Source: an optimization exercise on an open RTL-to-GDS flow (aim: small area, a short achievable clock period and few clock cycles per item). Production flows keep margins and buffers that such runs may drop. Power figures rest on the tool's default switching activity, not on a simulated workload.

==> flow/design.v <==
module binary_division #(
    parameter   INTEGER_SIZE = 16,
                FRACT_SIZE = 16
) (
    input   wire                                            clk, rst, start_div,
    input   wire signed[INTEGER_SIZE+FRACT_SIZE-1:0]        dividend, divisor,
    output  reg  signed[INTEGER_SIZE+FRACT_SIZE-1:0]        Q_output,
    output  reg                                             end_div
);
localparam W = INTEGER_SIZE+FRACT_SIZE;        
localparam NBITS = INTEGER_SIZE+2*FRACT_SIZE;  
localparam [2:0] IDLE = 3'd0, ABS = 3'd1, ITER = 3'd2, NEG = 3'd3, DONE = 3'd4;
reg  [2:0]   st;
reg  [5:0]   cnt;       
reg  [W-1:0] R;         
reg  [W-1:0] Q;         
reg  [W-2:0] Mc;        
reg          mneg;      
reg          s;         
reg          nmin;      
reg          sub;       
wire         neg_en = (st == ABS) ? Q[W-1] : s;
wire [W-1:0] qor;                               
pfor #(.N(W)) u_qor (.x(Q), .y(qor));
wire [W-1:0] Qneg = Q ^ ({qor[W-2:0], 1'b0} & {W{neg_en}});
wire [W-2:0] mcr, mhir, mhi;                    
genvar gi;
generate for (gi = 0; gi < W-1; gi = gi + 1) begin : g_rev
    assign mcr[gi] = Mc[W-2-gi];
    assign mhi[gi] = mhir[W-2-gi];
end endgenerate
pfor #(.N(W-1)) u_mhi (.x(mcr), .y(mhir));
wire [W-1:0] mmask = ~{2'b00, mhi[W-2:1]};      
wire         mzero = ~mhi[0] & ~mneg;           
wire         b    = Q[W-1] & ~cnt[5];           
wire [W-1:0] sum;
padd #(.N(W), .KIND(1)) u_add (.a({R[W-2:0], b}), .b({sub, Mc ^ {(W-1){sub}}}),
                                   .cin(sub ^ mneg), .s(sum));
wire         last = (cnt == NBITS-1);
wire         qbit = mzero ? ~(nmin & last) : ~sum[W-1];
localparam SK = 8;
reg          skp;
reg  [2*SK-1:0] fed2;                            
integer j;
always @(*)
    for (j = 0; j < 2*SK; j = j + 1)
        fed2[2*SK-1-j] = Q[W-1-j] & ~cnt[5] & ({1'b0, cnt[4:0]} + j < 32);
wire [W-1:0] RS   = {R[W-1-SK:0], fed2[2*SK-1:SK]};        
wire [W-1:0] RS2  = {R[W-1-2*SK:0], fed2};                 
wire         ok2  = ~|R[W-1:W-2*SK] & ~|(RS2 & mmask) & (cnt <= NBITS-2*SK);
wire [W-2:0] mc_in  = divisor[W-2:0] ^ {(W-1){divisor[W-1]}};
wire         top0   = dividend[W-1] ? &dividend[W-1:W-1-SK] : ~|dividend[W-1:W-SK];
wire         ok_in  = (top0 | (|mc_in[W-2:SK])) & (|divisor);
wire [5:0]   cnt_n = skp ? cnt + SK : cnt + 1'b1;
wire [W-1:0] R_n   = skp ? RS : sum;
wire         fin   = skp ? (cnt == NBITS-SK) : last;
always @(posedge clk or negedge rst) begin
    if (!rst)
        st <= IDLE;
    else case (st)
        IDLE: if (start_div) st <= dividend[W-1] ? ABS : ITER;
        ABS:  st <= ITER;
        ITER: if (fin) st <= s ? NEG : DONE;
        NEG:  st <= DONE;
        default: st <= IDLE;
    endcase
end
always @(posedge clk) begin
    if (st == IDLE) begin
        Mc   <= divisor[W-2:0] ^ {(W-1){divisor[W-1]}};
        mneg <= divisor[W-1];
        s    <= dividend[W-1] ^ divisor[W-1];
        nmin <= (dividend == {1'b1, {(W-1){1'b0}}});
    end
    R   <= (st != ITER) ? {W{1'b0}} : R_n;
    sub <= (st != ITER) ? 1'b1 : ~R_n[W-1];
    cnt <= (st != ITER) ? 6'd0 : cnt_n;
    skp <= (st == IDLE) ? ok_in : (st == ITER) ? skp & ok2 : skp;
    Q   <= (st == IDLE) ? dividend :
           (st != ITER) ? Qneg :
           skp          ? Q << SK : {Q[W-2:0], qbit};
end
always @(*) begin
    Q_output = Q;
    end_div  = (st == DONE);
end
endmodule
module padd #(parameter N = 33, parameter KIND = 0) (
    input  wire [N-1:0] a, b,
    input  wire         cin,
    output wire [N-1:0] s
);
    reg [N-1:0] G, P, Gn, Pn;
    integer i, l, j, d;
    wire [N-1:0] p = a ^ b;
    wire [N-1:0] g = a & b;
    always @(*) begin
        G = g; P = p;
        G[0] = g[0] | (p[0] & cin);
        if (KIND == 0) begin             
            for (i = 1; i < N; i = i + 1) begin G[i] = G[i] | (P[i] & G[i-1]); P[i] = P[i] & P[i-1]; end
        end else if (KIND == 1) begin    
            for (l = 0; (1 << l) < N; l = l + 1) begin
                Gn = G; Pn = P;
                for (i = 0; i < N; i = i + 1)
                    if ((i >> l) & 1) begin
                        j = ((i >> l) << l) - 1;
                        Gn[i] = G[i] | (P[i] & G[j]); Pn[i] = P[i] & P[j];
                    end
                G = Gn; P = Pn;
            end
        end else if (KIND == 2) begin    
            for (l = 0; (1 << l) < N; l = l + 1) begin
                Gn = G; Pn = P;
                for (i = 0; i < N; i = i + 1)
                    if (i >= (1 << l)) begin
                        j = i - (1 << l);
                        Gn[i] = G[i] | (P[i] & G[j]); Pn[i] = P[i] & P[j];
                    end
                G = Gn; P = Pn;
            end
        end else begin                   
            for (l = 0; (1 << l) < N; l = l + 1)
                for (i = 0; i < N; i = i + 1)
                    if ((i % (2 << l)) == (2 << l) - 1) begin
                        G[i] = G[i] | (P[i] & G[i-(1<<l)]); P[i] = P[i] & P[i-(1<<l)];
                    end
            for (l = 5; l >= 0; l = l - 1)
                for (i = 0; i < N; i = i + 1)
                    if (i >= (3 << l) - 1 && (i % (2 << l)) == (1 << l) - 1) begin
                        G[i] = G[i] | (P[i] & G[i-(1<<l)]); P[i] = P[i] & P[i-(1<<l)];
                    end
        end
    end
    assign s = p ^ {G[N-2:0], cin};
endmodule
module pfor #(parameter N = 32) (
    input  wire [N-1:0] x,
    output reg  [N-1:0] y
);
    reg [N-1:0] t;
    integer i, l;
    always @(*) begin
        y = x;
        for (l = 0; (1 << l) < N; l = l + 1) begin
            t = y;
            for (i = 0; i < N; i = i + 1)
                if ((i >> l) & 1)
                    t[i] = y[i] | y[((i >> l) << l) - 1];
            y = t;
        end
    end
endmodule
clock: 6.0 ns
lec_check: 0
cap_margin: 20
core_margin: 2
core_utilization: 40
setup_slack_margin: 3.0
slew_margin: 20
run.sh (not shown) runs the stock make flow with config.mk's settings and CLKGATE_MAP_FILE= SYNTH_SCRIPT=/design/flow/synth_recipe.tcl, a recipe that flattens the netlist after the stock synthesis.
Then changed:
--- a/flow/design.v
+++ b/flow/design.v
@@ -15,6 +15,5 @@
 reg  [W-1:0] R;         
 reg  [W-1:0] Q;         
-reg  [W-2:0] Mc;        
-reg          mneg;      
+reg  [W-1:0] M;         
 reg          s;         
 reg          nmin;      
@@ -23,36 +22,31 @@
 wire [W-1:0] qor;                               
 pfor #(.N(W)) u_qor (.x(Q), .y(qor));
-wire [W-1:0] Qneg = Q ^ ({qor[W-2:0], 1'b0} & {W{neg_en}});
-wire [W-2:0] mcr, mhir, mhi;                    
+wire [W-1:0] qlow = {qor[W-2:0], 1'b0};         
+wire [W-1:0] Qneg = Q ^ (qlow & {W{neg_en}});
+wire [W-1:0] mc = M ^ {W{M[W-1]}};             
+wire [W-1:0] mcr, mhir, mhi;                    
 genvar gi;
-generate for (gi = 0; gi < W-1; gi = gi + 1) begin : g_rev
-    assign mcr[gi] = Mc[W-2-gi];
-    assign mhi[gi] = mhir[W-2-gi];
+generate for (gi = 0; gi < W; gi = gi + 1) begin : g_rev
+    assign mcr[gi] = mc[W-1-gi];
+    assign mhi[gi] = mhir[W-1-gi];
 end endgenerate
-pfor #(.N(W-1)) u_mhi (.x(mcr), .y(mhir));
-wire [W-1:0] mmask = ~{2'b00, mhi[W-2:1]};      
-wire         mzero = ~mhi[0] & ~mneg;           
+pfor #(.N(W)) u_mhi (.x(mcr), .y(mhir));
+wire [W-1:0] mmask = ~{1'b0, mhi[W-1:1]};       
+wire mzero = ~mhi[0] & ~M[W-1];                 
 wire         b    = Q[W-1] & ~cnt[5];           
 wire [W-1:0] sum;
-padd #(.N(W), .KIND(1)) u_add (.a({R[W-2:0], b}), .b({sub, Mc ^ {(W-1){sub}}}),
-                                   .cin(sub ^ mneg), .s(sum));
+padd #(.N(W), .KIND(1)) u_add (.a({R[W-2:0], b}), .b(M ^ {W{sub}}), .cin(sub), .s(sum));
 wire         last = (cnt == NBITS-1);
 wire         qbit = mzero ? ~(nmin & last) : ~sum[W-1];
-localparam SK = 8;
-reg          skp;
-reg  [2*SK-1:0] fed2;                            
+reg  [7:0]   fed;
 integer j;
 always @(*)
-    for (j = 0; j < 2*SK; j = j + 1)
-        fed2[2*SK-1-j] = Q[W-1-j] & ~cnt[5] & ({1'b0, cnt[4:0]} + j < 32);
-wire [W-1:0] RS   = {R[W-1-SK:0], fed2[2*SK-1:SK]};        
-wire [W-1:0] RS2  = {R[W-1-2*SK:0], fed2};                 
-wire         ok2  = ~|R[W-1:W-2*SK] & ~|(RS2 & mmask) & (cnt <= NBITS-2*SK);
-wire [W-2:0] mc_in  = divisor[W-2:0] ^ {(W-1){divisor[W-1]}};
-wire         top0   = dividend[W-1] ? &dividend[W-1:W-1-SK] : ~|dividend[W-1:W-SK];
-wire         ok_in  = (top0 | (|mc_in[W-2:SK])) & (|divisor);
-wire [5:0]   cnt_n = skp ? cnt + SK : cnt + 1'b1;
-wire [W-1:0] R_n   = skp ? RS : sum;
-wire         fin   = skp ? (cnt == NBITS-SK) : last;
+    for (j = 0; j < 8; j = j + 1)
+        fed[7-j] = Q[W-1-j] & ~cnt[5] & ({1'b0, cnt[4:0]} + j < 32);
+wire [W-1:0] R8   = {R[W-9:0], fed};
+wire         skip = ~R[W-1] & ~|R[W-2:W-9] & ~|(R8 & mmask) & ~mzero & (cnt <= NBITS-8);
+wire [5:0]   cnt_n = cnt + (skip ? 6'd8 : 6'd1);
+wire [W-1:0] R_n   = skip ? R8 : sum;
+wire         fin = skip ? (cnt == NBITS-8) : last;
 always @(posedge clk or negedge rst) begin
     if (!rst)
@@ -68,16 +62,14 @@
 always @(posedge clk) begin
     if (st == IDLE) begin
-        Mc   <= divisor[W-2:0] ^ {(W-1){divisor[W-1]}};
-        mneg <= divisor[W-1];
+        M    <= divisor;
         s    <= dividend[W-1] ^ divisor[W-1];
         nmin <= (dividend == {1'b1, {(W-1){1'b0}}});
     end
     R   <= (st != ITER) ? {W{1'b0}} : R_n;
-    sub <= (st != ITER) ? 1'b1 : ~R_n[W-1];
+    sub <= (st == IDLE) ? ~divisor[W-1] : (st != ITER) ? ~M[W-1] : ~(R_n[W-1] ^ M[W-1]);
     cnt <= (st != ITER) ? 6'd0 : cnt_n;
-    skp <= (st == IDLE) ? ok_in : (st == ITER) ? skp & ok2 : skp;
     Q   <= (st == IDLE) ? dividend :
            (st != ITER) ? Qneg :
-           skp          ? Q << SK : {Q[W-2:0], qbit};
+           skip         ? Q << 8 : {Q[W-2:0], qbit};
 end
 always @(*) begin
Setup slack gains 0.071 ns. Worst hold slack gains 0.0072 ns. Critical path depth grows by 2. Sequential share of layout area fell by 2.1 points. Sequential power is about the same. Die area climbs slightly. Wire length went up by roughly a tenth. Utilization goes up by 3.4 points. Global-route usage grows by 1.0 points. First-iteration DRC count went up by a quarter to a third.
No functional check of the RTL was part of any run of this note.

==> static timing again, ports no longer ideal <==
How much do the figures lean on ideal ports? The routed layouts below were timed once more, with nothing changed but the port constraints.
Step 1 (the two cells are an assumption about what drives the block):
set clk [get_ports {clk}]
set_driving_cell -lib_cell sky130_fd_sc_hd__clkbuf_16 $clk
set_driving_cell -lib_cell sky130_fd_sc_hd__buf_2 [delete_from_list [all_inputs] $clk]
Step 2 moves the port delays by t, midway between the first and last clock arrival at a register: inputs arrive t later, outputs are due t later. That takes back most of the time a late clock gives input paths.
Slacks: no drivers / after step 1 / after step 2; pairs: no drivers / after step 1.
run | shift t [ns] | setup slack, ns | worst hold slack (ns) | latest minus earliest clock arrival (ns) | pins driven straight from the clock port
the first run | 0.406 | 2.877 / 2.877 / 2.728 | 0.508 / 0.508 / 0.508 | 0.012 / 0.012 | 1
the second run | 0.404 | 2.948 / 2.948 / 2.948 | 0.516 / 0.516 / 0.516 | 0.012 / 0.013 | 1
After both steps every run listed still meets setup and hold. For the first run, which loses most, drivers alone change the setup slack by 0.000 ns; drivers and shift together by -0.149 ns.
